Context: an optimization exercise on an open-source flow, tuned for small area. The choices shown serve that exercise and are no tape-out recipe. Only simulation tests tie the RTL to the original design; equivalence was not proved. In run 7 the design's own scripts or RTL, not TritonCTS, make the clock network. The clock port is modelled as an ideal driver, which makes a skipped or thinned clock tree look cheaper than it is; a real chip needs a root buffer or a tree. No activity file was given, so power comes from the tool's default toggle rates.

==> flow/design.v <==
module FIFO8x8 (
    input clk, rst, 
    input rden, wren,           
    input [7:0] DataIn,         
    output [7:0] DataOut,       
    output fifo_full,           
    output fifo_empty,          
    output data_out_valid       
);
reg [7:0] fifo_array [15:0];   
reg [3:0] wrptr, rdptr;        
wire [4:0] fifo_count;         
always @(posedge clk or posedge rst) begin
    if (rst) begin
        wrptr <= 0;
        rdptr <= 0;
    end
    else begin
        if (wren && !fifo_full) begin
            fifo_array[wrptr] <= DataIn;
            wrptr <= wrptr + 1;
        end
        if (rden && !fifo_empty) begin
            rdptr <= rdptr + 1;
        end
    end
end
assign fifo_count = wrptr - rdptr;
assign fifo_full  = (fifo_count == 16);
assign fifo_empty = (fifo_count == 0);
assign data_out_valid = (rden && !fifo_empty);
assign DataOut = fifo_array[rdptr];
endmodule
module FSM_Packetizer (
    input clk, rst, 
    input fifo_empty, tx_ready, tx_busy,    
    input [7:0] fifo_data,        
    output reg tx_enable,         
    output reg [9:0] tx_data      
);
parameter IDLE = 3'b000; 
parameter WAIT_TX_READY = 3'b001;
parameter LOAD_DATA = 3'b010;
parameter SEND_BITS = 3'b011;
parameter DONE = 3'b100;
reg [2:0] state, next_state;
reg [3:0] bit_counter;  
always @(posedge clk or posedge rst) begin
    if (rst)
        state <= IDLE;
    else
        state <= next_state;
end
always @(*) begin
    case (state)
        IDLE:
            if (!fifo_empty) next_state = WAIT_TX_READY;
            else next_state = IDLE;
        WAIT_TX_READY:
            if (tx_ready) next_state = LOAD_DATA;
            else next_state = WAIT_TX_READY;
        LOAD_DATA:
            next_state = SEND_BITS;
        SEND_BITS:
            if (bit_counter == 9)
                next_state = DONE;
            else
                next_state = SEND_BITS;
        DONE:
            next_state = IDLE;
        default: next_state = IDLE;
    endcase
end
always @(posedge clk or posedge rst) begin
    if (rst) begin
        tx_data <= 10'b0;
        tx_enable <= 0;
        bit_counter <= 0;
    end else begin
        case (state)
            IDLE: begin
                tx_enable <= 0;
                bit_counter <= 0;
            end
            LOAD_DATA: begin
                tx_data <= {1'b1, fifo_data, 1'b0};  
                tx_enable <= 1;
                bit_counter <= 0;
            end
            SEND_BITS: begin
                tx_enable <= 0;  
                bit_counter <= bit_counter + 1;
            end
            DONE: begin
            end
        endcase
    end
end
endmodule
module UART_Transmitter (
    input clk, rst, 
    input start_tx,          
    input [9:0] tx_data,     
    output reg tx_out,       
    output reg tx_busy,      
    output reg tx_ready      
);
parameter BAUD_RATE = 9600;       
parameter CLOCK_FREQ = 50000000;  
parameter BAUD_TICKS = CLOCK_FREQ / BAUD_RATE;
reg [3:0] bit_counter;            
reg [15:0] baud_counter;          
reg transmitting;                 
always @(posedge clk or posedge rst) begin
    if (rst) begin
        tx_out <= 1'b1;    
        tx_busy <= 0;
        tx_ready <= 1;
        transmitting <= 0;
        bit_counter <= 0;
        baud_counter <= 0;
    end 
    else begin
        if (start_tx && !tx_busy) begin
            tx_ready <= 0;       
            tx_busy <= 1;        
            transmitting <= 1;   
            bit_counter <= 0;    
        end
        if (transmitting) begin
            baud_counter <= baud_counter + 1;
            if (baud_counter >= BAUD_TICKS) begin
                baud_counter <= 0;
                tx_out <= tx_data[bit_counter];   
                bit_counter <= bit_counter + 1;
                if (bit_counter == 10) begin
                    transmitting <= 0;
                    tx_busy <= 0;
                    tx_ready <= 1;   
                    bit_counter <= 0;
                    tx_out <= 1'b1;  
                end
            end
        end
    end
end
endmodule
module Top_Module (
    input clk, rst, 
    input wr_en, rd_en,          
    input tx_ready,              
    input [7:0] data_in,         
    output tx_out,               
    output fifo_full, fifo_empty,  
    output tx_busy, tx_ready_out  
);
wire [7:0] fifo_data_out;
wire fifo_rden, uart_start_tx;
wire [9:0] uart_tx_data;
FIFO8x8 fifo_inst (
    .clk(clk),
    .rst(rst),
    .wren(wr_en),
    .rden(fifo_rden),
    .DataIn(data_in),
    .DataOut(fifo_data_out),
    .fifo_full(fifo_full),
    .fifo_empty(fifo_empty),
    .data_out_valid(uart_start_tx)
);
FSM_Packetizer fsm_inst (
    .clk(clk),
    .rst(rst),
    .fifo_empty(fifo_empty),
    .tx_ready(tx_ready),
    .fifo_data(fifo_data_out),
    .tx_enable(fifo_rden),
    .tx_data(uart_tx_data),
     .tx_busy(tx_busy)
);
UART_Transmitter uart_inst (
    .clk(clk),
    .rst(rst),
    .start_tx(uart_start_tx),
    .tx_data(uart_tx_data),
    .tx_out(tx_out),
    .tx_busy(tx_busy),
    .tx_ready(tx_ready_out)
);
endmodule
==> flow/run.sh <==
#!/bin/bash
# synth_recipe.tcl (not shown) runs the flow's synth.tcl, then flattens the netlist and writes it again
# the make line also repeats each setting of config.mk as NAME=value (left out here)
make -C /OpenROAD-flow-scripts/flow DESIGN_CONFIG=/design/flow/config.mk WORK_HOME=/design/flow/orfs CLKGATE_MAP_FILE= SYNTH_SCRIPT=/design/flow/synth_recipe.tcl finish
==> flow/config.mk <==
export PLATFORM = sky130hd
export DESIGN_NAME = Top_Module
export DESIGN_NICKNAME = Top_Module
export VERILOG_FILES = /design/flow/design.v
export SDC_FILE = /design/flow/constraint.sdc
export NUM_CORES = 4
export LEC_CHECK = 0
export CAP_MARGIN = 20
export CORE_MARGIN = 2
export CORE_UTILIZATION = 40
export SLEW_MARGIN = 20
==> flow/constraint.sdc <==
create_clock -name core_clock -period 5.0 [get_ports {clk}]
set_input_delay 1.0000 -clock core_clock [delete_from_list [all_inputs] [get_ports {clk}]]
set_output_delay 1.0000 -clock core_clock [all_outputs]
set_load 0.01 [all_outputs]
==> results of run 1 <==
-- state kept, by name, indices dropped and copies added, names as in the netlist --
signal,flops
uart_inst.baud_counter,16
uart_inst.transmitting,1
fsm_inst.bit_counter,4
fsm_inst.state,3
fifo_inst.wrptr,4
uart_inst.tx_out,1
uart_inst.bit_counter,4
fifo_inst.rdptr,4
uart_inst.tx_ready,1
fifo_inst.fifo_array,128
fsm_inst.tx_data,9
uart_inst.tx_busy,1
fsm_inst.tx_enable,1
-- stage by stage --
stage / instances / power [mW] / instance area [µm²] / hold WS (ps)
5_1_grt: 826 / 4.904 / 8563 / 499.4
6_report: 826 / 4.642 / 8563 / 487.1
2_1_floorplan: 562 / 2.894 / 7540 / 434.6
3_5_place_dp: 795 / 3.297 / 7953 / 462.8
4_1_cts: 826 / 4.665 / 8559 / 478.2
3_3_place_gp: 795 / 3.238 / 7953 / 456.0
-- final cells by class --
cell class                      count  area, µm²
Timing Repair Buffer               30      265.3
Clock inverter                     13      177.7
Sequential cell                   177       5072
Clock buffer                       18      429.2
Inverter                           21      80.08
Tap cell                          234      292.8
Fill cell                        1599      10020
Multi-Input combinational cell    333       2246
-- critical path, delay by kind of cell, from the launching register on --
kind | cells | cell delay [ps]
buffers and inverters | 3 | 1010
AOI/OAI and AO/OA | 1 | 70
DFF | 1 | 380
and+or+nand+nor | 2 | 860
adders and majority gates | 1 | 340
-- final timing paths --
path                                                         to  slack (ps)  cells after the start
hold / removal                  fsm_inst.tx_data[9]$_DFFE_PP0P_         490                      1
setup reg to reg           fifo_inst.fifo_array[2][6]$_DFFE_PP_        1920                      7
max in group asynchronous       fsm_inst.tx_data[6]$_DFFE_PP0P_        3270                      2
setup / recovery                                      fifo_full         920                      7
min in group asynchronous        fifo_inst.wrptr[1]$_DFFE_PP0P_        1200                      2
hold reg to reg                 fsm_inst.tx_data[9]$_DFFE_PP0P_         490                      1
-- layer usage --
| layer | global-route usage, % | wire [µm] | up-vias |
|---|---|---|---|
| met1 | 24.02 | 7360 | 2346 |
| met3 | 3.409 | 944 | 27 |
| met4 | 6.474 | 297 | 0 |
| met5 | 0 | 0 | - |
| met2 | 28.36 | 8173 | 168 |
| li1 | - | - | 2195 |
-- placed cells by master (no fill, tap or decap), types with 4 or more instances in the layout --
master	n
nand2b_1	4
nor3_1	26
buf_4	14
ha_1	15
nor2_1	44
a31oi_1	6
and3_1	4
nand3_1	14
inv_1	19
a22oi_1	12
dfrtp_1	47
o22ai_1	4
nand2_1	30
nor2b_1	6
a21o_1	5
xnor2_1	8
clkbuf_16	17
o21ai_0	24
clkdlybuf4s50_1	16
a222oi_1	13
a21oi_1	20
inv_6	5
mux2i_1	12
a211oi_1	10
xor2_1	9
edfxtp_1	128
a221oi_1	13
nand4_1	7
-- power by group --
group | switching [mW] | leakage, nW | internal [mW] | total [mW]
logic | 0.877 | 0.981 | 0.496 | 1.37
registers | 0.146 | 1.76 | 1.75 | 1.90
clock network | 0.576 | 0.289 | 0.795 | 1.37
-- kinds of logic (layout without fill, tap and decap cells) --
family                     count (synthesis)  after routing  share of synthesized area, %
DFF                                      177            177                         67.28
and+or+nand+nor                          151            151                         9.841
AOI/OAI and AO/OA                        132            132                         12.60
buffers and inverters                     52             82                         2.970
xor gates and xnor gates                  17             17                         1.975
muxes                                     17             17                         2.688
adders and majority gates                 16             16                         2.655
==> impl_results.md, run 1 <==
- Critical path endpoint category: primary output
- WS Path Type: reg -> out
- H-tree depth: 4
- Full die area: 19,960 µm²
- Run status: no timing/DRC/antenna violations
- CP cell instances: inv_1 > ha_1 > nor2_1 > a21oi_2 > or4b_1 > inv_1 > clkdlybuf4s50_1
- Worst-margin pin slew: 1117 ps
- Worst skew pair latency: approximately 430 ps
- Mapped Nets: 591
- EDFF count, synth: 128
- Final max-slew violation count: 0
- GRT Util Overall: 17.63%
- Min cycle time layout: 4082 ps
- Layout Utilization: 46.09%
- Die height: 141.3 µm
- Worst Path Required: 4000 ps
- Critical Path Start Type: flip-flop
- CP startpoint: fifo_inst.rdptr[2]$_DFFE_PP0P_
- Max FO, Critical Path: 12
- Worst vdd ir: approximately 0.00024 V
- Post-synth top cells: edfxtp_1 (128), dfrtp_1 (47), nor2_1 (44)
- Clock root cell: clkbuf_16
- CORE AREA: 18,580 µm²
- Worst hold start: fsm_inst.tx_data[9]$_DFFE_PP0P_
- DR pass1 iterations: 6
- Hold_buf cts: 0
- Final hold violations: 0
- Die width: 141.3 µm
- Ant. Diodes: 0
- Vias per inst: 5.734
- Starting density of the core: 40.58%
- Ys async rst share: between 20 and 30%
- Total of max-cap violations: 0
- Worst slew margin: 25.24%
- Post-Syn Instances: 562
- Setup TNS: 0 ps
- Core Rows: 50
- Pwr dens: between 500 and 600 nW/µm²
- Sequential-to-total area share from yosys stat: 67.28%
- RSZ-0062 raised after global routing: no
- Synthesized area per cell: 13.42 µm²
- PortBufs: 16
- Synth cell types: 60
- Post-CTS Setup Repair Bufs: 0
- Clock sink count: between 150 and 200
- Largest net degree at the start of global routing: 50
- Maximum clock rate: approximately 240 MHz
- Synth warn: 4
- Reg clk slew, reported paths: about 70 ps
- Remaining DRCs: 0
- Num ports: 18
- Grt ovf: 0
- Setup WS pre-CTS: 1370 ps
- Critical path's slowest cell: or4b_1
- First-pass GRT wire length: around 26,000 µm
- Final WS setup: 918.1 ps
- Leakage: around 3.0 nW
- Cell accounting for the most synthesized area: edfxtp_1
- Post-Route WL: 16,780 µm
- Final net count: slightly above 600
- WP data arrival: 3080 ps
- Clock buffer depth: 2
- Clock tree from TritonCTS: done
- Number of clock buffers inserted by TritonCTS: 17
- Via Count: 4,736
- Initial antenna violation count: 0
- Ranking of synthesized cells by area: edfxtp_1 (51%), dfrtp_1 (16%), ha_1 (2.7%)
- Drt initial violations: 446
- # resized after CTS: 0
- Vias in the first global route: about 4.6k
- Seq cells post-synth: around 180
- Fin crit share: 81.64%
- Cell repeated most along the worst path: inv_1
- Antenna violation net count after detailed routing: 0
- Wirelength per Cell: 20.31 µm
- HP Class: reg -> reg
- Layout cells sized above 1: 10.14%
- Synthesized area: 7540 µm²
- Layout area overhead: 13.57%
- Clock Skew: ~12 ps
- Final setup violation count: 0
- Synth Flop Type: edfxtp_1
- Gpl congestion: 0.8433
- Placed wire-length estimate: 10,400 µm
- Top-area cell type share of the netlist area: between 50% and 60%
- Worst R2R Start: fifo_inst.rdptr[2]$_DFFE_PP0P_
- Largest incremental delay on the critical path: 700 ps
- Top-count cell post-synth: edfxtp_1
==> inputs of run 2 (changes only) <==
==> flow/design.v (replaced) <==
module FIFO8x8 (
    input clk, rst,
    input rden, wren,
    input [7:0] DataIn,
    output [7:0] DataOut,
    output fifo_full,
    output fifo_empty,
    output data_out_valid
);
reg [127:0] mem;    
reg [3:0] idx;
wire pop = rden & ~fifo_empty;
wire [127:0] w = {128{wren}};
always @(posedge clk)
    mem <= ({mem[119:0], DataIn} & w) | (mem & ~w);
always @(posedge clk or posedge rst) begin
    if (rst)
        idx <= 4'hF;
    else if (wren != pop)
        idx <= wren ? idx + 4'd1 : idx - 4'd1;
end
assign fifo_full = 1'b0;
assign fifo_empty = &idx;
assign data_out_valid = pop;
assign DataOut = mem[8*idx +: 8];
endmodule
module FSM_Packetizer (
    input clk, rst,
    input fifo_empty, tx_ready,
    input [7:0] fifo_data,
    output tx_enable,
    output reg [7:0] tx_data
);
localparam IDLE = 4'd0, WAITR = 4'd1, LOAD = 4'd2, SEND0 = 4'd3, DONE = 4'd13;
reg [3:0] state;
always @(posedge clk or posedge rst) begin
    if (rst)
        state <= IDLE;
    else if (state == IDLE) begin
        if (!fifo_empty) state <= WAITR;
    end else if (state == WAITR) begin
        if (tx_ready) state <= LOAD;
    end else if (state == DONE)
        state <= IDLE;
    else
        state <= state + 4'd1;
end
always @(posedge clk)
    if (state == LOAD) tx_data <= fifo_data;
assign tx_enable = (state == SEND0);
endmodule
module UART_Transmitter (
    input clk, rst,
    input start_tx,
    input [7:0] tx_data,
    output reg tx_out,
    output reg tx_busy,
    output tx_ready
);
localparam [12:0] BAUD_TICKS = 13'd5208;
reg [12:0] baud_counter;
reg [3:0] bit_counter;
wire tick = &(baud_counter | ~BAUD_TICKS);
wire last = bit_counter[3] & bit_counter[1];    
always @(posedge clk) begin
    if (tx_busy && !tick)
        baud_counter <= baud_counter + 13'd1;
    else
        baud_counter <= 13'd0;
end
always @(posedge clk) begin
    if (!tx_busy)
        bit_counter <= 4'd0;
    else if (tick)
        bit_counter <= bit_counter + 4'd1;
end
reg bit_val;
always @(*) begin
    case (bit_counter)
        4'd0: bit_val = 1'b0;
        4'd1: bit_val = tx_data[0];
        4'd2: bit_val = tx_data[1];
        4'd3: bit_val = tx_data[2];
        4'd4: bit_val = tx_data[3];
        4'd5: bit_val = tx_data[4];
        4'd6: bit_val = tx_data[5];
        4'd7: bit_val = tx_data[6];
        4'd8: bit_val = tx_data[7];
        default: bit_val = 1'b1;
    endcase
end
always @(posedge clk or posedge rst) begin
    if (rst) begin
        tx_out <= 1'b1;
        tx_busy <= 1'b0;
    end else if (tx_busy) begin
        if (tick) begin
            tx_out <= bit_val;
            if (last) tx_busy <= 1'b0;
        end
    end else if (start_tx)
        tx_busy <= 1'b1;
end
assign tx_ready = ~tx_busy;
endmodule
module Top_Module (
    input clk, rst,
    input wr_en, rd_en,          
    input tx_ready,
    input [7:0] data_in,
    output tx_out,
    output fifo_full, fifo_empty,
    output tx_busy, tx_ready_out
);
wire [7:0] fifo_data_out;
wire fifo_rden, uart_start_tx;
wire [7:0] uart_tx_data;
FIFO8x8 fifo_inst (
    .clk(clk),
    .rst(rst),
    .wren(wr_en),
    .rden(fifo_rden),
    .DataIn(data_in),
    .DataOut(fifo_data_out),
    .fifo_full(fifo_full),
    .fifo_empty(fifo_empty),
    .data_out_valid(uart_start_tx)
);
FSM_Packetizer fsm_inst (
    .clk(clk),
    .rst(rst),
    .fifo_empty(fifo_empty),
    .tx_ready(tx_ready),
    .fifo_data(fifo_data_out),
    .tx_enable(fifo_rden),
    .tx_data(uart_tx_data)
);
UART_Transmitter uart_inst (
    .clk(clk),
    .rst(rst),
    .start_tx(uart_start_tx),
    .tx_data(uart_tx_data),
    .tx_out(tx_out),
    .tx_busy(tx_busy),
    .tx_ready(tx_ready_out)
);
endmodule
--- a/flow/config.mk
+++ b/flow/config.mk
@@ -8,4 +8,5 @@
 export CAP_MARGIN = 20
 export CORE_MARGIN = 2
-export CORE_UTILIZATION = 40
+export CORE_UTILIZATION = 70
+export PLACE_DENSITY = 0.8
 export SLEW_MARGIN = 20
==> run 2 against run 1 <==
  * Die area decreased by 49%
  * Non-clock buffer count down 10
  * Worst hold slack worse by 42 ps
  * Critical path depth decreased by 5
==> impl_results.md, run 2 <==
- Run status: no timing/DRC/antenna violations
- H-tree depth: 4
- CP delay by family, top: flip-flops
- Cell accounting for the most synthesized area: edfxtp_1
- RSZ-0062 raised after global routing: no
- Fillers: ~470
- Setup TNS: 0 ps
- Die width: 100.5 µm
- Maximum clock rate: 296.9 MHz
- Ranking of synthesized cells by area: edfxtp_1 (63%), mux4_2 (5.5%), dfxtp_1 (5.2%)
- Clock Skew: 10.97 ps
- Synth warn: 3
- Starting density of the core: between 70 and 80%
- Clock tree from TritonCTS: done
- Mapped Nets: 411
- DR pass1 iterations: 5
- Initial antenna violation count: 0
- Post-CTS Setup Repair Bufs: 0
- Vias per inst: about 6.4
- Layout area overhead: 12.30%
- Ys async rst share: 6.135%
- HP Class: reg -> reg
- Min cycle time layout: 3369 ps
- Most frequent cells in the layout: edfxtp_1 (136), mux2i_1 (33), nor2_1 (24), nand2_1 (21)
- Clock root cell: clkbuf_8
- Max FO, Critical Path: 22
- Clock buffer depth: 2
- Bufs and invs on worst path: 1
- Top-area cell type share of the netlist area: between 60% and 70%
- Core Rows: 35
- Clock sink count: 163
- CP cell instances: and4_4 > clkdlybuf4s50_1
- Vias in the first global route: 3,512
- Final hold violations: 0
- Non-Filler Instances: 535
- Synth Flop Type: edfxtp_1
- Total of max-cap violations: 0
- Via Count: 3,434
- Design area: 7313 µm²
- Num ports: 18
- Max layer used: met4
- Remaining DRCs: 0
- EDFF count, synth: approximately 140
- Critical Path Start Type: flip-flop
- Seq cells post-synth: 163
- Top-count cell post-synth: edfxtp_1
- Flop-to-flop setup slack: 2460 ps
- WS Path Type: reg -> out
- Ant. Diodes: 0
- Worst slew margin: around two fifths
- Worst vdd ir: 0.0003847 V
- Critical path endpoint category: primary output
- Synthesized area per cell: roughly 17 µm²
- Hold_buf cts: 0
- Layout Utilization: roughly four fifths
- Die height: ~100 µm
- # resized after CTS: 0
- Post-synth top cells: edfxtp_1 (136), mux2i_1 (33), nor2_1 (24)
- Sequential-to-total area share from yosys stat: between 70% and 80%
- Placed cell area: between 6000 and 7000 µm²
- GRT Util Overall: 24.20%
- Post-Syn Instances: 390
- Placed cell count: 503
- Wire length on met1: between 4000 and 5000 µm
- Number of clock buffers inserted by TritonCTS: 17
- Final setup violation count: 0
- PortBufs: 15
- Largest incremental delay on the critical path: between 900 and 1000 ps
- WL met2: 5677 µm
- Synth cell types: 46
- Largest net degree at the start of global routing: 65
- Layout cells sized above 1: 15.09%
- Gpl congestion: 0.7438
- WP data arrival: 2370 ps
- Full die area: 10,090 µm²
- Drt initial violations: 251
- Final net count: 432
- Wirelength per Cell: 21.05 µm
- Worst hold slack: around 450 ps
- Fin crit share: between 60 and 70%
- Worst-margin pin slew: 918.4 ps
- First-pass GRT wire length: 17,830 µm
- Reg clk slew, reported paths: 70 ps
- Critical path's slowest cell: dfstp_2
- Placed wire-length estimate: ~6500 µm
- Antenna violation net count after detailed routing: 0
- Pwr dens: 553.2 nW/µm²
- Post-Route WL: 11,260 µm
- Synthesized area: 6512 µm²
- CORE AREA: just over 9000 µm²
- Worst skew pair latency: 520 ps
- Worst Path Required: about 4000 ps
- Final max-slew violation count: 0
- Commonest non-fill, non-tap cell in the layout: edfxtp_1
- Leakage: 2.625 nW
- Grt ovf: 0
- Met3 WL: 590 µm
-- run 2: report_power, final --
group          switching (mW)  internal (mW)
Clock                   0.536          0.726
Combinational           0.513          0.436
Sequential              0.165           1.67
-- run 2: area by class of cell --
cell class,instances,area (µm²),area share (%)
tap,111,138.9,1.899
timing repair buffer,20,185.2,2.532
clock inverter,14,163.9,2.241
multi-input combinational,198,1685,23.05
sequential,163,4681,64.00
inverter,11,41.29,0.5646
clock buffer,18,417.9,5.714
-- run 2: layer usage --
metal / GRT usage (%) / up-vias
met5: 0 / -
met4: 8.957 / 0
met3: 6.380 / 20
met2: 38.87 / 114
met1: 32.57 / 1740
li1: - / 1560
-- run 2: metrics by stage --
stage / power (mW) / worst slack [ps]
4_1_cts: 4.075 / 1611
3_3_place_gp: 2.742 / 2076
2_1_floorplan: 2.557 / 2909
6_report: 4.045 / 1631
5_1_grt: 4.222 / 1550
3_5_place_dp: 2.782 / 1971
-- run 2: kinds of logic after synthesis --
| kind of cell | Yosys count | share of synthesized area [%] |
|---|---|---|
| flip-flops | 163 | 71.87 |
| AND/OR/NAND/NOR | 68 | 5.072 |
| AO/OA/AOI/OAI | 53 | 5.764 |
| multiplexers | 52 | 11.18 |
| buffers and inverters | 29 | 2.248 |
| XOR/XNOR | 16 | 2.152 |
| adder cells (fa/ha/maj) | 8 | 1.652 |
| other | 1 | 0.05758 |
-- run 2: worst paths after layout --
| path | from | endpoint | cells past startpoint |
|---|---|---|---|
| max in group asynchronous | rst | uart_inst.tx_out$_DFFE_PP1P_ | 2 |
| max reg2reg | fifo_inst.idx[0]$_DFFE_PP1P_ | fsm_inst.tx_data[5]$_DFFE_PN_ | 4 |
| min reg2reg | flip-flop | flip-flop | 0 |
| min | flip-flop | flip-flop | 0 |
| max | fifo_inst.idx[1]$_DFFE_PP1P_ | fifo_empty | 2 |
| min in group asynchronous | rst | fsm_inst.state[2]$_DFFE_PP0P_ | 2 |
==> inputs of run 3 (changes only) <==
--- a/flow/config.mk
+++ b/flow/config.mk
@@ -8,5 +8,4 @@
 export CAP_MARGIN = 20
 export CORE_MARGIN = 2
-export CORE_UTILIZATION = 70
-export PLACE_DENSITY = 0.8
+export CORE_UTILIZATION = 40
 export SLEW_MARGIN = 20
==> run 3 against run 2 <==
  * Still clean
  * Sequential share of layout area down 0.60 points
  * Die area up 72%
  * Global-route usage down 11 points
  * Cell area up 0.94%
  * Worst setup slack worse by 140 ps
==> impl_results.md, run 3 <==
- Ys async rst share: 6.135%
- GRT Util Overall: about an eighth
- Vias per inst: 5.144
- Ant. Diodes: 0
- XOR/XNOR Fraction of Synth Area: 2.152%
- Via Count: 3,287
- Setup TNS: 0 ps
- Clock tree from TritonCTS: done
- Total of max-cap violations: 0
- Clock buffer depth: 2
- Ranking of synthesized cells by area: edfxtp_1 (63%), mux4_2 (5.5%), dfxtp_1 (5.2%)
- Pwr dens: 533.6 nW/µm²
- H-tree depth: 4
- WP data arrival: around 2500 ps
- Synth Flop Type: edfxtp_1
- Post-Synth Simple-Gate Area: 5.072%
- First-pass GRT wire length: 17,660 µm
- Final hold violations: 0
- RSZ-0062 raised after global routing: no
- Reg clk slew, reported paths: around 60 ps
- Mapped Nets: 411
- # resized after CTS: 0
- Num ports: 18
- Core Rows: 46
- Min cycle time layout: 3510 ps
- Post-synthesis mux area share: 11.18%
- Largest family of logic cells by synthesized area: multiplexers
- Post-Syn Instances: 390
- Layout cells sized above 1: 13.71%
- Synthesized area: 6512 µm²
- Vias in the first global route: 3,377
- CORE AREA: around 16,000 µm²
- Placed cell count: ~600
- Fin crit share: 70.19%
- Remaining DRCs: 0
- Final max-slew violation count: 0
- Fillers: 1,379
- Worst-margin pin slew: 1012 ps
- Final setup violation count: 0
- Sequential-to-total area share from yosys stat: 71.87%
- Leakage: 2.595 nW
- Post-synth top cells: edfxtp_1 (136), mux2i_1 (33), nor2_1 (24)
- Worst vdd ir: 0.0002787 V
- Synthesized area per cell: 16.70 µm²
- Most frequent cells in the layout: edfxtp_1 (136), mux2i_1 (33), nor2_1 (24), nand2_1 (21)
- Clock root cell: clkbuf_16
- Top-count cell post-synth: edfxtp_1
- Clock Skew: 6.551 ps
- Full die area: ~17,000 µm²
- EDFF count, synth: 136
- Largest net degree at the start of global routing: 82
- Top-area cell type share of the netlist area: between 60% and 70%
- Cell accounting for the most synthesized area: edfxtp_1
- Wirelength per Cell: 16.61 µm
- Seq cells post-synth: 163
- Synth warn: 3
- Grt ovf: 0
- Layout area overhead: 13.35%
- Clock sink count: 163
- Gpl congestion: 0.7465
- Starting density of the core: 41.00%
- Critical path endpoint category: primary output
- Die width: 131.6 µm
- Final net count: 431
- Commonest non-fill, non-tap cell in the layout: edfxtp_1
- Antenna violation net count after detailed routing: 0
- PortBufs: 15
- DR pass1 iterations: 4
- Maximum clock rate: 284.9 MHz
- Run status: no timing/DRC/antenna violations
- Complex-gate fraction of the synthesized area: 5.764%
- Worst skew pair latency: 420 ps
- WS Path Type: reg -> out
- Hold_buf cts: 0
- Die height: 131.6 µm
- Worst slew margin: 32.50%
- Post-Route WL: approximately 11,000 µm
- Initial antenna violation count: 0
- Critical Path Start Type: flip-flop
- Max FO, Critical Path: 27
- Post-CTS Setup Repair Bufs: 0
- HP Class: reg -> reg
- Worst Path Required: 4000 ps
- Placed wire-length estimate: 6158 µm
- Drt initial violations: 298
- Number of clock buffers inserted by TritonCTS: 17
- Non-Filler Instances: ~640
- Synth cell types: 46
- Synth Area in Adders: 1.652%
## run 3: stage by stage
stage          area, µm²  util [%]  worst slack (ps)  total power [mW]  hold slack [ps]
2_1_floorplan       6513         -              2909             2.557            420.7
5_1_grt             7382     46.47              1333             4.163            455.5
3_3_place_gp        6855     43.16              1909             2.775            427.5
3_5_place_dp        6855     43.16              1904             2.791            428.4
6_report            7382     46.47              1490             3.939            444.9
4_1_cts             7382     46.47              1425             3.996            443.4
## run 3: layer usage
| metal | track usage [%] | vias up | share of wire [%] |
|---|---|---|---|
| li1 | - | 1558 | - |
| met4 | 6.341 | 0 | 1.7 |
| met3 | 4.167 | 10 | 4.2 |
| met2 | 19.05 | 49 | 45 |
| met5 | 0 | - | 0 |
| met1 | 18.65 | 1670 | 49 |
## run 3: power by group
group	internal, mW	switching, mW
Sequential	1.67	0.228
Combinational	0.431	0.426
Clock	0.677	0.506
Total	2.78	1.16
## run 3: logic make-up after synthesis
kind of cell | count (synthesis)
fa+ha+maj | 8
other cells | 1
xor+xnor | 16
simple gates | 68
mux | 52
buf+inv | 29
compound gates | 53
flops | 163
## run 3: final cells by class
type                            count  area, µm²  share of cell area, %
Multi-Input combinational cell    198       1685                  22.83
Sequential cell                   163       4681                  63.41
Clock buffer                       21      440.4                  5.966
Clock inverter                     11      86.33                  1.169
Timing Repair Buffer               19      177.7                  2.407
Inverter                           11      41.29                 0.5593
Tap cell                          216      270.3                  3.661
## run 3: path summary, 6_finish.rpt
| kind | start | endpoint | slack [ps] | depth (start not counted) |
|---|---|---|---|---|
| min in group asynchronous | rst | uart_inst.tx_busy$_DFF_PP0_ | 850 | 2 |
| worst min register to register | flip-flop | flip-flop | 440 | 0 |
| max in group asynchronous | rst | fifo_inst.idx[3]$_DFFE_PP1P_ | 3830 | 2 |
| worst min-delay path | flip-flop | flip-flop | 440 | 0 |
| worst max register to register | fifo_inst.idx[0]$_DFFE_PP1P_ | fsm_inst.tx_data[0]$_DFFE_PN_ | 2150 | 4 |
| worst max-delay path | fifo_inst.idx[0]$_DFFE_PP1P_ | fifo_empty | 1490 | 2 |
## run 3: critical path, stage by stage (launching register included)
cell and delay, ps:
dfstp_2 1090, and4_4 430, clkdlybuf4s50_1 550
==> inputs of run 4 (changes only) <==
--- a/flow/config.mk
+++ b/flow/config.mk
@@ -8,4 +8,8 @@
 export CAP_MARGIN = 20
 export CORE_MARGIN = 2
-export CORE_UTILIZATION = 40
+export CORE_UTILIZATION = 70
+export CTS_BUF_LIST = sky130_fd_sc_hd__clkbuf_4 sky130_fd_sc_hd__clkbuf_8
+export CTS_CLUSTER_DIAMETER = 100
+export CTS_CLUSTER_SIZE = 30
+export PLACE_DENSITY = 0.8
 export SLEW_MARGIN = 20
==> run 4 against run 3 <==
  * Still clean
  * Combinational power is 8.4% higher
  * Sequential cell count stayed put
  * Critical path depth stayed put
  * Largest cell class unchanged
  * Largest power group unchanged
==> impl_results.md, run 4 <==
- Run status: no timing/DRC/antenna violations
- Num ports: 18
- Tot Pwr: 3.724 mW
- CORE AREA: approximately 9200 µm²
- EDFF count, synth: between 100 and 150
- Wirelength per Cell: ~20 µm
- Reg clk slew, reported paths: 100 ps
- Placed cell area: 6731 µm²
- Die width: 100.5 µm
- Sequential-to-total area share from yosys stat: 71.87%
- Post-Syn Instances: 390
- Ys async rst share: 6.135%
- Grt ovf: 0
- Synth Flop Type: edfxtp_1
- Post-Route WL: roughly 11,000 µm
- Die height: 100.5 µm
- Final net count: 432
- Via Count: 3,390
- Design area: 7137 µm²
- # resized after CTS: 0
- Clock sink count: 163
- Complex-gate fraction of the synthesized area: 5.764%
- RSZ-0062 raised after global routing: no
- Remaining DRCs: 0
- Post-CTS Setup Repair Bufs: 0
- Initial antenna violation count: 0
- Antenna violation net count after detailed routing: 0
- Synth warn: 3
- Post-synth top cells: edfxtp_1 (136), mux2i_1 (33), nor2_1 (24)
- Ant. Diodes: 0
- Commonest non-fill, non-tap cell in the layout: edfxtp_1
- Worst Path Required: 4000 ps
- Clock buffer depth: 2
- Placed wire-length estimate: 6531 µm
- DR pass1 iterations: 5
- Synthesized area: ~6500 µm²
- Hold_buf cts: 0
- Number of clock buffers inserted by TritonCTS: 17
- Synth cell types: 46
- Final hold violations: 0
- Leakage: 2.547 nW
- Critical path endpoint category: primary output
- Ranking of synthesized cells by area: edfxtp_1 (63%), mux4_2 (5.5%), dfxtp_1 (5.2%)
- Full die area: 10,090 µm²
- Clock root cell: clkbuf_8
- Drt initial violations: 219
- Critical Path Start Type: flip-flop
- PortBufs: 15
- Worst-margin pin slew: 902.8 ps
- Top-area cell type share of the netlist area: 62.71%
- Layout area overhead: 9.587%
- Pwr dens: 521.8 nW/µm²
- Fin crit share: 65.87%
- Starting density of the core: 71.16%
- First-pass GRT wire length: 17,270 µm
- WS Path Type: reg -> out
- Final max-slew violation count: 0
- Max FO, Critical Path: 22
- Worst vdd ir: between 0.0002 and 0.0003 V
- Post-synthesis mux area share: between 10% and 20%
- H-tree depth: 4
- Maximum clock rate: 303.6 MHz
- Layout cells sized above 1: 15.33%
- HP Class: reg -> reg
- Post-Synth Simple-Gate Area: 5.072%
- Setup TNS: 0 ps
- Core Rows: 35
- Clock tree from TritonCTS: done
- Cell accounting for the most synthesized area: edfxtp_1
- Min cycle time layout: 3293 ps
- Most frequent cells in the layout: edfxtp_1 (136), mux2i_1 (33), nor2_1 (24), nand2_1 (21)
- Clock Skew: roughly 16 ps
- XOR/XNOR Fraction of Synth Area: ~2.2%
- Mapped Nets: between 400 and 500
- Synth Area in Adders: roughly 1.7%
- Vias per inst: 6.336
- Vias in the first global route: roughly 3.5k
- Largest net degree at the start of global routing: 65
- Worst skew pair latency: 440 ps
- GRT Util Overall: 23.04%
- Synthesized area per cell: roughly 17 µm²
- Total of max-cap violations: 0
- Seq cells post-synth: 163
- Gpl congestion: approximately 0.74
- Largest family of logic cells by synthesized area: multiplexers
- Final setup violation count: 0
- WP data arrival: ~2300 ps
- Worst slew margin: between 30% and 40%
- Top-count cell post-synth: edfxtp_1
- Worst hold slack: roughly 450 ps
==> run 4: cell counts after synthesis <==
Identical to the previous run, type by type.
==> run 4: routing by layer <==
layer,up-vias,track usage (%),wire length [µm]
met4,0,8.008,116
met1,1711,31.65,4635
li1,1568,-,-
met3,15,6.172,513
met2,96,36.55,5448
met5,-,0,0
==> run 4: final cells by class <==
cell class              count  area (µm²)
flip-flops and latches    163        4681
fillers                   488        2016
multi-input cells         198        1685
well taps                 111       138.9
repair buffers             20       185.2
clock buffers              18       241.5
inverters                  11       41.29
clock inverters            14       163.9
==> run 4: metrics by stage <==
stage                     cells  setup WS [ps]  util, %
after floorplan             390           2909        -
after global placement      503           2076    73.55
after detailed placement    503           1971    73.55
after CTS                   535           1673    77.98
after global routing        535           1615    77.98
final                       535           1707    77.98
==> run 4: critical path: stages (launching register included) <==
cell and delay, ps:
dfstp_2 920, and4_4 390, clkdlybuf4s50_1 550
==> run 4: worst paths after layout <==
path	startpoint	endpoint	slack (ps)	depth (start not counted)
max in group asynchronous	rst	uart_inst.tx_out$_DFFE_PP1P_	3840	2
worst max register to register	fifo_inst.idx[0]$_DFFE_PP1P_	fsm_inst.tx_data[5]$_DFFE_PN_	2500	4
worst max-delay path	fifo_inst.idx[1]$_DFFE_PP1P_	fifo_empty	1710	2
worst min register to register	flip-flop	flip-flop	450	0
min in group asynchronous	rst	fsm_inst.state[2]$_DFFE_PP0P_	850	2
worst min-delay path	flip-flop	flip-flop	450	0
==> run 4: power breakdown <==
group	internal [mW]	switching, mW
clock network	0.464	0.500
registers	1.67	0.163
logic	0.436	0.494
total	2.57	1.16
==> run 4: kinds of logic after synthesis <==
family	count (synthesis)
adders and majority gates	8
other	1
buffers and inverters	29
xor gates and xnor gates	16
AOI/OAI and AO/OA	53
DFF	163
muxes	52
and+or+nand+nor	68
==> inputs of run 5 (changes only) <==
--- a/flow/design.v
+++ b/flow/design.v
@@ -58,12 +58,11 @@
     output tx_ready
 );
-localparam [12:0] BAUD_TICKS = 13'd5208;
 reg [12:0] baud_counter;
-reg [3:0] bit_counter;
-wire tick = &(baud_counter | ~BAUD_TICKS);
-wire last = bit_counter[3] & bit_counter[1];    
+reg [3:0] bit_counter;    
+wire tick = ~baud_counter[0] & ~baud_counter[1] & ~baud_counter[2] & ~baud_counter[3] & baud_counter[6] & baud_counter[7] & baud_counter[8] & baud_counter[9] & ~baud_counter[10] & baud_counter[12];
+wire last = bit_counter[3] & ~bit_counter[1] & bit_counter[0];    
 always @(posedge clk) begin
     if (tx_busy && !tick)
-        baud_counter <= baud_counter + 13'd1;
+        baud_counter <= {baud_counter[11:0], ~(baud_counter[12] ^ baud_counter[4])};
     else
         baud_counter <= 13'd0;
@@ -71,23 +70,9 @@
 always @(posedge clk) begin
     if (!tx_busy)
-        bit_counter <= 4'd0;
+        bit_counter <= 4'd15;
     else if (tick)
         bit_counter <= bit_counter + 4'd1;
 end
-reg bit_val;
-always @(*) begin
-    case (bit_counter)
-        4'd0: bit_val = 1'b0;
-        4'd1: bit_val = tx_data[0];
-        4'd2: bit_val = tx_data[1];
-        4'd3: bit_val = tx_data[2];
-        4'd4: bit_val = tx_data[3];
-        4'd5: bit_val = tx_data[4];
-        4'd6: bit_val = tx_data[5];
-        4'd7: bit_val = tx_data[6];
-        4'd8: bit_val = tx_data[7];
-        default: bit_val = 1'b1;
-    endcase
-end
+wire bit_val = bit_counter[3] ? ~(bit_counter[1] & bit_counter[0]) : tx_data[bit_counter[2:0]];
 always @(posedge clk or posedge rst) begin
     if (rst) begin
==> flow/config.mk (replaced) <==
export PLATFORM = sky130hd
export DESIGN_NAME = Top_Module
export DESIGN_NICKNAME = Top_Module
export VERILOG_FILES = /design/flow/design.v
export SDC_FILE = /design/flow/constraint.sdc
export NUM_CORES = 4
export LEC_CHECK = 0
export CAP_MARGIN = 20
export CORE_MARGIN = 2
export CORE_UTILIZATION = 40
export SLEW_MARGIN = 20
==> run 5 against run 4 <==
  * Total power grew 9.0%
  * Sequential cell count did not move
  * Sequential power up 4%
  * Final cell count up 13%
  * Critical endpoint unchanged
  * Global-route usage down 9.7 points
  * Maximum frequency down 1.4%
  * Clock skew down 8.8 ps
  * Via count fell by 8.0%
  * Non-clock buffer count shrank 2
  * Register-to-register slack lost 20 ps
  * Combinational power grew 0.9%
  * Worst hold slack got worse by 0.75 ps
==> impl_results.md, run 5 <==
- Run status: no timing/DRC/antenna violations
- Setup TNS: 0 ps
- Worst r2r path cells: 4
- Leakage: 2.585 nW
- Final max-slew violation count: 0
- Layout area overhead: 14.06%
- H-tree depth: 4
- Via Count: approximately 3.1k
- Clock sink count: 163
- Comb power frac: 23.1%
- Worst-margin pin slew: roughly 1000 ps
- Wirelength per Cell: 16.96 µm
- Design area: 7247 µm²
- Vias in the first global route: 3,143
- Final hold violations: 0
- Non-Filler Instances: between 600 and 700
- Critical path's slowest cell: dfstp_2
- Full die area: 16,910 µm²
- Cell accounting for the most synthesized area: edfxtp_1
- Final net count: 392
- Flop pwr share: 46.8%
- Switching power total: between 1 and 1.5 mW
- CP cell instances: nand4_1 > inv_1 > clkdlybuf4s50_1
- Post-Syn Instances: 360
- Placed cell count: 572
- Largest incremental delay on the critical path: 950 ps
- Critical Path Start Type: flip-flop
- Ys async rst share: under 10%
- Worst hold slack: 445.2 ps
- Final setup violation count: 0
- Seq cells post-synth: 163
- WP data arrival: 2340 ps
- Placed wire-length estimate: 5861 µm
- Synthesized area: 6354 µm²
- Flop-to-flop setup slack: 2480 ps
- Placed cell area: 6684 µm²
- Total of max-cap violations: 0
- Post-synth top cells: edfxtp_1 (136), mux2i_1 (34), nand2_1 (20)
- Remaining DRCs: 0
- Clock power frac: 30.1%
- Num ports: 18
- Hold_buf cts: 0
- Clock root cell: clkbuf_16
- # resized after CTS: 0
- Grt ovf: 0
- Antenna violation net count after detailed routing: 0
- Min cycle time layout: between 3000 and 4000 ps
- Post-Route WL: 10,250 µm
- Clock Skew: between 7 and 8 ps
- Number of clock buffers inserted by TritonCTS: 17
- Worst slew margin: 32.89%
- Int Power: 2.848 mW
- Initial antenna violation count: 0
- Max FO, Critical Path: 22
- Layout cells sized above 1: 16.24%
- Maximum clock rate: 299.2 MHz
- Worst skew pair latency: around 420 ps
- WS Path Type: reg -> out
- Critical path endpoint category: primary output
- RSZ-0062 raised after global routing: no
- Commonest non-fill, non-tap cell in the layout: edfxtp_1
- PortBufs: 15
- Top-count cell post-synth: edfxtp_1
- Pwr dens: 560.1 nW/µm²
- Reg clk slew, reported paths: 60 ps
- Ant. Diodes: 0
- RR Endpoint: fsm_inst.tx_data[5]$_DFFE_PN_
- Largest net degree at the start of global routing: 82
- Vias per inst: 5.164
- EDFF count, synth: roughly 140
- GRT Util Overall: a little over an eighth
- Drt initial violations: 319
- Die height: 130.0 µm
- Worst vdd ir: 0.0002819 V
- Ranking of synthesized cells by area: edfxtp_1 (64%), mux4_2 (6.0%), dfxtp_1 (5.4%)
- Hold path depth: 0
- Synthesized area per cell: 17.65 µm²
- Fin crit share: roughly two thirds
- Core Rows: 46
- Die width: 130.0 µm
- Clock buffer depth: 2
- Top-area cell type share of the netlist area: 64.28%
- DR pass1 iterations: 4
- Final WS setup: 1658 ps
- Synth warn: 3
- Worst Path Required: 4000 ps
- First-pass GRT wire length: 16,800 µm
- Synth Flop Type: edfxtp_1
- Starting density of the core: 40.44%
- Setup WS pre-CTS: around 1800 ps
- Post-CTS Setup Repair Bufs: 0
- Most frequent cells in the layout: edfxtp_1 (136), mux2i_1 (34), nand2_1 (20)
- Clock tree from TritonCTS: done
- HP Class: reg -> reg
- Mapped Nets: 377
- Sequential-to-total area share from yosys stat: 73.67%
- Switching Share: 29.83%
- Worst R2R Start: fifo_inst.idx[1]$_DFFE_PP1P_
- CORE AREA: 15,710 µm²
- Gpl congestion: 0.7333
- Synth cell types: 44
## run 5: changes by cell type in the layout (fill, tap and decap cells not counted), sizes merged, moves of 4 or more
cell and delta:
a21oi -4, ha -4, clkinvlp +5, inv -8, xnor2 -7, and3 +6, nor2 -24, and2 +5
## run 5: worst max-delay path by stage
stage                                       from                            to  slack [ps]  depth (start not counted)
global placement                           wr_en  fifo_inst.idx[3]$_DFFE_PP1P_        1960                          7
finish              fifo_inst.idx[1]$_DFFE_PP1P_                    fifo_empty        1660                          3
detailed placement                         wr_en  fifo_inst.idx[3]$_DFFE_PP1P_        1830                          7
floorplan                                  wr_en  fifo_inst.idx[3]$_DFFE_PP1P_        2690                          6
CTS                 fifo_inst.idx[1]$_DFFE_PP1P_                    fifo_empty        1600                          3
global route        fifo_inst.idx[1]$_DFFE_PP1P_                    fifo_empty        1510                          3
## run 5: cell type report
type / count / area [µm²]
inverter: 7 / 26.28
clock inverter: 15 / 132.6
clock buffer: 17 / 425.4
tap: 216 / 270.3
sequential: 163 / 4681
multi-input combinational: 168 / 1541
fill: 1298 / 8466
timing repair buffer: 18 / 170.2
## run 5: cells by family (layout without fill, tap and decap cells)
| logic type | count (synthesis) | after routing | synth area share [%] |
|---|---|---|---|
| flops | 163 | 163 | 73.67 |
| mux | 54 | 54 | 11.91 |
| simple gates | 53 | 53 | 4.647 |
| compound gates | 48 | 48 | 5.435 |
| buf+inv | 29 | 57 | 2.147 |
| xor+xnor | 8 | 8 | 1.221 |
| fa+ha+maj | 4 | 4 | 0.9059 |
| other cells | 1 | 1 | 0.05902 |
## run 5: power by group through the flow
| stage | clock network, mW | registers (mW) | logic, mW |
|---|---|---|---|
| after floorplan | 0 | 1.80 | 0.813 |
| after global placement | 0 | 1.92 | 0.924 |
| after detailed placement | 0 | 1.93 | 0.945 |
| after CTS | 1.26 | 1.91 | 0.946 |
| after global routing | 1.31 | 1.93 | 1.03 |
| final | 1.22 | 1.90 | 0.937 |
## run 5: metrics by stage
stage	total power, mW	utilization [%]
global placement	2.843	42.54
finish	4.059	46.12
floorplan	2.612	-
CTS	4.108	46.09
global route	4.280	46.12
detailed placement	2.877	42.54
## run 5: per-layer routing
layer,global-route usage [%],vias up,wire [µm],part of all wire [%]
li1,-,1460,-,-
met1,18.95,1588,5022,49
met2,18.76,54,4580,45
met3,4.715,17,455,4.4
met4,5.376,0,189,1.8
met5,0,-,0,0
## run 5: critical path: cells and delay by family, from the launching register on
family	cells	cell delay, ps
simple gates	1	240
buf+inv	2	720
flops	1	950
==> inputs of run 6 (changes only) <==
==> flow/flow/run.sh (new file) <==
#!/bin/bash
# The standard layout, with two changes: the clock tree uses clkbuf_8 and no
# dummy loads, and each port gets a buf_1 as its buffer.
set -euo pipefail
export CTS_ARGS="-sink_clustering_enable -repair_clock_nets -buf_list sky130_fd_sc_hd__clkbuf_8 -dont_use_dummy_load"
export BUFFER_PORTS_ARGS="-buffer_cell sky130_fd_sc_hd__buf_1"
bash standard.sh finish > standard_finish.log 2>&1
==> flow/standard.sh (new file) <==
#!/bin/bash
# synth_recipe.tcl (not shown) runs the flow's synth.tcl, then flattens the netlist and writes it again
# the make line also repeats each setting of config.mk as NAME=value (left out here)
make -C /OpenROAD-flow-scripts/flow DESIGN_CONFIG=/design/flow/config.mk WORK_HOME=/design/flow/orfs CLKGATE_MAP_FILE= SYNTH_SCRIPT=/design/flow/synth_recipe.tcl "${@:-finish}"
removed: flow/run.sh
==> run 6 against run 5 <==
  * Sequential power grew 2%
  * Synthesized area unchanged
  * Worst setup slack improved by 280 ps
  * Critical endpoint unchanged
  * Highest routed layer unchanged
==> impl_results.md, run 6 <==
- Worst r2r path cells: 4
- Clock Skew: 21.04 ps
- GRT Util Overall: approximately an eighth
- Final hold violations: 0
- HP Class: reg -> reg
- Most frequent cells in the layout: edfxtp_1 (136), mux2i_1 (34), nand2_1 (20)
- Mapped Nets: between 300 and 400
- Hold path depth: 0
- Remaining DRCs: 0
- Run status: no timing/DRC/antenna violations
- Total of max-cap violations: 0
- Synth Flop Type: edfxtp_1
- Num ports: 18
- Critical path's slowest cell: dfstp_2
- Synth warn: 3
- Synthesized area per cell: about 18 µm²
- Post-Route WL: 10,050 µm
- Clock tree from TritonCTS: done
- Clock buffer depth: 2
- Hold_buf cts: 0
- Top-count cell post-synth: edfxtp_1
- Clock sink count: 163
- Worst skew pair latency: approximately 430 ps
- H-tree depth: 4
- Top-area cell type share of the netlist area: 64.28%
- Fin crit share: 61.28%
- WP data arrival: 2060 ps
- Critical path endpoint category: primary output
- Maximum clock rate: 326.4 MHz
- Ranking of synthesized cells by area: edfxtp_1 (64%), mux4_2 (6.0%), dfxtp_1 (5.4%)
- Largest incremental delay on the critical path: approximately 970 ps
- Max FO, Critical Path: 22
- Final WS setup: roughly 1900 ps
- Drt initial violations: 291
- Synthesized area: about 6400 µm²
- Worst slew margin: between 30% and 40%
- Pwr dens: 512.0 nW/µm²
- Largest net degree at the start of global routing: 82
- Post-CTS Setup Repair Bufs: 0
- Setup WS pre-CTS: 2158 ps
- Die height: between 100 and 150 µm
- Worst hold slack: around 440 ps
- Non-Filler Instances: 592
- Antenna violation net count after detailed routing: 0
- Post-Syn Instances: 360
- Synth cell types: between 40 and 50
- Final max-slew violation count: 0
- Cell accounting for the most synthesized area: edfxtp_1
- Clock root cell: clkbuf_8
- Placed wire-length estimate: about 6000 µm
- Core Rows: 46
- Setup TNS: 0 ps
- Number of clock buffers inserted by TritonCTS: 17
- Ys async rst share: 6.135%
- Gpl congestion: between 0.6 and 0.7
- CP cell instances: nand4_1 > inv_1 > buf_1
- Grt ovf: 0
- Vias in the first global route: 3,168
- Layout Utilization: a little over two fifths
- DR pass1 iterations: 4
- Layout cells sized above 1: 13.30%
- Placed cell area: ~6600 µm²
- Seq cells post-synth: 163
- Layout area overhead: 7.857%
- Die width: 130.0 µm
- Commonest non-fill, non-tap cell in the layout: edfxtp_1
- Worst vdd ir: slightly above 0.0002 V
- Min cycle time layout: around 3100 ps
- Final net count: 395
- Post-synth top cells: edfxtp_1 (136), mux2i_1 (34), nand2_1 (20)
- EDFF count, synth: 136
- CORE AREA: 15,710 µm²
- PortBufs: 15
- # resized after CTS: 0
- Sequential-to-total area share from yosys stat: 73.67%
- WS Path Type: reg -> out
- Design area: 6853 µm²
- Placed cell count: around 580
- RSZ-0062 raised after global routing: no
- Vias per inst: 5.193
- Worst Path Required: 4000 ps
- Initial antenna violation count: 0
- Tot Pwr: about 3.5 mW
- Wirelength per Cell: 16.98 µm
- Starting density of the core: 40.44%
- Final setup violation count: 0
- Critical Path Start Type: flip-flop
- Ant. Diodes: 0
- Full die area: about 17,000 µm²
- Worst-margin pin slew: 1008 ps
- Leakage: 2.429 nW
- First-pass GRT wire length: around 17,000 µm
- Reg clk slew, reported paths: 70 ps
- Via Count: 3,074
## run 6: final cells by class
class	instances	area, µm²
clock buffer	17	234.0
fill	1359	8860
inverter	7	26.28
multi-input combinational	168	1536
sequential	163	4681
tap	216	270.3
timing repair buffer	21	105.1
## run 6: final timing paths
path | startpoint | to | slack (ps)
max reg2reg | fifo_inst.idx[0]$_DFFE_PP1P_ | fsm_inst.tx_data[0]$_DFFE_PN_ | 2430
min in group asynchronous | rst | uart_inst.tx_busy$_DFF_PP0_ | 530
max | fifo_inst.idx[1]$_DFFE_PP1P_ | fifo_empty | 1940
min reg2reg | flip-flop | flip-flop | 440
max in group asynchronous | rst | fifo_inst.idx[3]$_DFFE_PP1P_ | 4130
min | flip-flop | flip-flop | 440
## run 6: worst max-delay path: cells and delay by family (launching register included)
kind          cells  cell delay [ps]
buf+inv           2              370
simple gates      1              290
flops             1              970
## run 6: logic make-up after synthesis
family / after synthesis / share of synthesized area [%]
mux: 54 / 11.91
compound gates: 48 / 5.435
buf+inv: 29 / 2.147
xor+xnor: 8 / 1.221
simple gates: 53 / 4.647
fa+ha+maj: 4 / 0.9059
other cells: 1 / 0.05902
flops: 163 / 73.67
## run 6: routing by layer
layer	share of wire, %	vias to the layer above	wire [µm]	track usage, %
li1	-	1446	-	-
met3	4.6	7	460	4.428
met2	44	47	4454	18.82
met4	1.0	0	101	4.554
met5	0	-	0	0
met1	50	1574	5034	18.88
## run 6: power breakdown
part           switching, mW  total (mW)  leakage [nW]  internal, mW
clock                  0.386       0.686         0.122         0.300
sequential             0.233        1.94          1.58          1.71
combinational          0.434       0.882         0.729         0.448
total                   1.05        3.51          2.43          2.46
==> inputs of run 7 (changes only) <==
==> flow/flow/run.sh (replaced) <==
#!/bin/bash
# The standard layout with two changes: the clock tree is the two-level
# inverter tree of flow/invtree.tcl (built in the CTS step by
# flow/cts_pre.tcl), and each port gets a buf_1 as its buffer.
set -euo pipefail
export PRE_CTS_TCL="$PWD/flow/cts_pre.tcl"
export BUFFER_PORTS_ARGS="-buffer_cell sky130_fd_sc_hd__buf_1"
bash standard.sh finish > standard_finish.log 2>&1
==> flow/flow/cts_pre.tcl (new file) <==
# Sourced by ORFS's CTS step before it runs clock_tree_synthesis: replace that
# command by the two-level inverter tree of invtree.tcl.
source [file join [file dirname [info script]] invtree.tcl]
rename clock_tree_synthesis orfs_clock_tree_synthesis
proc clock_tree_synthesis {args} {
  invtree clk 20 sky130_fd_sc_hd__inv_8 sky130_fd_sc_hd__inv_12
}
==> flow/flow/invtree.tcl (new file) <==
# Clock tree of two inverter levels: the clock port drives one root inverter,
# which drives one leaf inverter per cluster of clock sinks; the clusters come
# from recursive bisection of the sinks' locations.
proc invtree_split {items maxn} {
  if {[llength $items] <= $maxn} { return [list $items] }
  set xs {}; set ys {}
  foreach it $items { lappend xs [lindex $it 1]; lappend ys [lindex $it 2] }
  set xs [lsort -real $xs]; set ys [lsort -real $ys]
  set dx [expr {[lindex $xs end] - [lindex $xs 0]}]
  set dy [expr {[lindex $ys end] - [lindex $ys 0]}]
  set idx [expr {$dx >= $dy ? 1 : 2}]
  set sorted [lsort -real -index $idx $items]
  # split so that both halves hold whole multiples of maxn where possible
  set n [llength $sorted]
  set parts [expr {int(ceil(double($n) / $maxn))}]
  set left [expr {int(round(double($n) * ($parts / 2) / $parts))}]
  set a [lrange $sorted 0 [expr {$left - 1}]]
  set b [lrange $sorted $left end]
  return [concat [invtree_split $a $maxn] [invtree_split $b $maxn]]
}

proc invtree {clkname maxn leafcell rootcell} {
  set block [ord::get_db_block]
  set db [ord::get_db]
  set clknet [$block findNet $clkname]
  set items {}
  foreach it [$clknet getITerms] {
    set bb [[$it getInst] getBBox]
    lappend items [list $it [expr {([$bb xMin] + [$bb xMax]) / 2.0}] [expr {([$bb yMin] + [$bb yMax]) / 2.0}]]
  }
  set groups [invtree_split $items $maxn]
  set lm [$db findMaster $leafcell]
  set rm [$db findMaster $rootcell]
  set mid [odb::dbNet_create $block "clknet_root"]
  $mid setSigType CLOCK
  set k 0; set sx 0; set sy 0
  foreach g $groups {
    set gx 0; set gy 0
    foreach it $g { set gx [expr {$gx + [lindex $it 1]}]; set gy [expr {$gy + [lindex $it 2]}] }
    set gx [expr {$gx / [llength $g]}]; set gy [expr {$gy / [llength $g]}]
    set inst [odb::dbInst_create $block $lm "clkinv_leaf_$k"]
    $inst setLocation [expr {int($gx)}] [expr {int($gy)}]
    $inst setPlacementStatus PLACED
    set net [odb::dbNet_create $block "clknet_leaf_$k"]
    $net setSigType CLOCK
    [$inst findITerm A] connect $mid
    [$inst findITerm Y] connect $net
    foreach it $g { [lindex $it 0] disconnect; [lindex $it 0] connect $net }
    set sx [expr {$sx + $gx}]; set sy [expr {$sy + $gy}]
    puts "invtree: leaf $k drives [llength $g] sinks"
    incr k
  }
  set root [odb::dbInst_create $block $rm "clkinv_root"]
  $root setLocation [expr {int($sx / $k)}] [expr {int($sy / $k)}]
  $root setPlacementStatus PLACED
  [$root findITerm A] connect $clknet
  [$root findITerm Y] connect $mid
  $clknet setSigType CLOCK
}
==> run 7 against run 6 <==
  * Sequential share of layout area grew 1.2 points
  * Synthesized cell count stayed put
  * Register-to-register slack about the same
  * Final cell count fell by 1.2%
  * Largest power group unchanged
==> impl_results.md, run 7 <==
- Worst R2R Start: fifo_inst.idx[0]$_DFFE_PP1P_
- GRT Util Overall: 12.02%
- Synth cell types: 44
- Switching power total: 1.111 mW
- Post-Syn Instances: 360
- CP cell instances: nand4_1 > inv_1 > buf_1
- Cell accounting for the most synthesized area: edfxtp_1
- Largest family of logic cells by synthesized area: multiplexers
- Synth Area in Adders: 0.9059%
- # resized after CTS: 0
- Top-area cell type share of the netlist area: 64.28%
- Grt ovf: 0
- Fillers: roughly 1.4k
- Critical Path Start Type: flip-flop
- Sequential-to-total area share from yosys stat: 73.67%
- Maximum clock rate: 352.6 MHz
- Synth warn: 3
- EDFF count, synth: 136
- Clock Skew: 9.517 ps
- Design area: 6736 µm²
- Complex-gate fraction of the synthesized area: 5.435%
- Starting density of the core: 40.44%
- Vias in the first global route: around 3.1k
- Worst skew pair latency: around 190 ps
- Commonest non-fill, non-tap cell in the layout: edfxtp_1
- Hold path depth: 0
- Num ports: 18
- Post-Route WL: 10,070 µm
- XOR/XNOR Fraction of Synth Area: between 1 and 1.5%
- Worst-margin pin slew: 997.8 ps
- Initial antenna violation count: 0
- Final net count: around 390
- Flop-to-flop setup slack: 2440 ps
- Placed wire-length estimate: 6023 µm
- Wirelength per Cell: 17.22 µm
- Bufs and invs on worst path: 2
- Remaining DRCs: 0
- Comb power frac: 26.4%
- Placed cell area: 6619 µm²
- Post-Synth Simple-Gate Area: 4.647%
- CP delay by family, top: flip-flops
- Layout cells sized above 1: 11.65%
- Worst vdd ir: 0.0002441 V
- Ys async rst share: 6.135%
- Seq cells post-synth: 163
- Reg clk slew, reported paths: 100 ps
- Full die area: 16,910 µm²
- Run status: no timing/DRC/antenna violations
- Final max-slew violation count: 0
- Final setup violation count: 0
- DR pass1 iterations: 4
- Fin crit share: 56.71%
- Int Power: roughly 2.2 mW
- Worst Path Required: 4000 ps
- Critical path's slowest cell: dfstp_2
- Leakage: 2.368 nW
- Top-count cell post-synth: edfxtp_1
- Switching Share: between 30% and 40%
- HP Class: reg -> reg
- Max FO, Critical Path: 22
- Antenna violation net count after detailed routing: 0
- Clock power frac: approximately 16%
- First-pass GRT wire length: ~17,000 µm
- Pwr dens: ~500 nW/µm²
- Gpl congestion: 0.6921
- Mapped Nets: 377
- Synth Flop Type: edfxtp_1
- Drt initial violations: between 200 and 250
- Synthesized area per cell: 17.65 µm²
- Worst slew margin: 33.48%
- Die height: 130.0 µm
- CORE AREA: 15,710 µm²
- Largest net degree at the start of global routing: 82
- Post-synthesis mux area share: 11.91%
- Worst r2r path cells: 4
- Post-synth top cells: edfxtp_1 (136), mux2i_1 (34), nand2_1 (20)
- Post-CTS Setup Repair Bufs: 0
- Die width: 130.0 µm
- CP startpoint: fifo_inst.idx[1]$_DFFE_PP1P_
- Most frequent cells in the layout: edfxtp_1 (136), mux2i_1 (34), nand2_1 (20), mux4_2 (17), dfxtp_1 (17)
- Hold_buf cts: 0
- Largest incremental delay on the critical path: a little under 1000 ps
- Vias per inst: 5.268
- Flop pwr share: 58.0%
- Final hold violations: 0
- Setup TNS: 0 ps
- WP data arrival: 1840 ps
- RR Endpoint: fsm_inst.tx_data[0]$_DFFE_PN_
- PortBufs: 15
- Ranking of synthesized cells by area: edfxtp_1 (64%), mux4_2 (6.0%), dfxtp_1 (5.4%)
- Min cycle time layout: 2836 ps
- Core Rows: between 40 and 50
- Via Count: 3,082
- Critical path endpoint category: primary output
- RSZ-0062 raised after global routing: no
- Layout area overhead: 6.026%
- Ant. Diodes: 0
- Synthesized area: 6354 µm²
- WS Path Type: reg -> out
- Total of max-cap violations: 0
==> run 7: cell counts after synthesis <==
No cell type changed its count.
==> run 7: final cells by class <==
class                           count  area, µm²  share of cell area [%]
Sequential cell                   163       4681                   69.48
Timing Repair Buffer               21      105.1                   1.560
Inverter                           17      143.9                   2.136
Multi-Input combinational cell    168       1536                   22.81
Tap cell                          216      270.3                   4.012
==> run 7: logic make-up after synthesis <==
logic type / after synthesis
adders and majority gates: 4
xor gates and xnor gates: 8
and+or+nand+nor: 53
muxes: 54
AOI/OAI and AO/OA: 48
buffers and inverters: 29
DFF: 163
other: 1
==> run 7: worst max-delay path by stage <==
stage | end | cells after the start
after global placement | fifo_inst.idx[3]$_DFFE_PP1P_ | 7
after detailed placement | fifo_inst.idx[3]$_DFFE_PP1P_ | 7
after floorplan | fifo_inst.idx[3]$_DFFE_PP1P_ | 6
final | fifo_empty | 3
after CTS | fifo_inst.idx[3]$_DFFE_PP1P_ | 7
after global routing | fifo_empty | 3
==> run 7: power groups by stage <==
stage | logic, mW | clock network (mW) | registers, mW
3_3_place_gp | 0.876 | 0 | 1.96
4_1_cts | 0.895 | 0.398 | 1.98
3_5_place_dp | 0.893 | 0 | 1.97
6_report | 0.882 | 0.520 | 1.94
5_1_grt | 0.986 | 0.599 | 1.98
2_1_floorplan | 0.813 | 0 | 1.80
==> run 7: routing by layer <==
layer / up-vias / part of all wire (%) / GRT usage, %
met3: 15 / 3.2 / 1.148
li1: 1435 / - / -
met2: 49 / 45 / 18.66
met1: 1583 / 50 / 19.04
met5: - / 0 / 0
met4: 0 / 1.6 / 1.581
==> run 7: metrics by stage <==
step	utilization, %	setup WS (ps)	cells	total power, mW	hold slack, ps
2_1_floorplan	-	2693	360	2.612	420.2
3_3_place_gp	42.12	2285	575	2.837	426.5
3_5_place_dp	42.12	2158	575	2.866	429.5
4_1_cts	42.87	2202	585	3.273	429.5
5_1_grt	42.87	1985	585	3.562	460.6
6_report	42.87	2164	585	3.340	448.3

static timing again, ports no longer ideal:
How much do the figures lean on ideal ports? The routed layouts below were timed once more, with nothing changed but the port constraints.
Step 1 (the two cells are an assumption about what drives the block):
set clk [get_ports {clk}]
set_driving_cell -lib_cell sky130_fd_sc_hd__clkbuf_16 $clk
set_driving_cell -lib_cell sky130_fd_sc_hd__buf_2 [delete_from_list [all_inputs] $clk]
Step 2 moves the port delays by t, midway between the first and last clock arrival at a register: inputs arrive t later, outputs are due t later. That takes back most of the time a late clock gives input paths.
Slacks: ideal / step 1 / step 2; pairs: ideal / step 1.
run | shift t [ns] | setup slack, ns | worst hold slack (ns) | latest minus earliest clock arrival (ns) | cell pins on the clock port's net
run 1 | 0.464 | 0.918 / 0.879 / 1.343 | 0.487 / 0.487 / 0.487 | 0.013 / 0.013 | 1
run 2 | 0.552 | 1.631 / 1.594 / 1.975 | 0.445 / 0.445 / 0.445 | 0.011 / 0.011 | 1
run 3 | 0.465 | 1.490 / 1.448 / 1.913 | 0.445 / 0.445 / 0.445 | 0.009 / 0.009 | 1
run 4 | 0.471 | 1.707 / 1.673 / 2.004 | 0.446 / 0.446 / 0.446 | 0.017 / 0.017 | 1
run 5 | 0.459 | 1.658 / 1.618 / 1.764 | 0.445 / 0.445 / 0.445 | 0.008 / 0.008 | 1
run 6 | 0.457 | 1.936 / 1.900 / 2.159 | 0.444 / 0.444 / 0.444 | 0.027 / 0.027 | 1
run 7 | 0.244 | 2.164 / 2.106 / 2.160 | 0.448 / 0.448 / 0.448 | 0.011 / 0.011 | 1
After both steps every run listed still meets setup and hold. For run 7, which loses most, drivers alone change the setup slack by -0.058 ns; drivers and shift together by -0.004 ns.
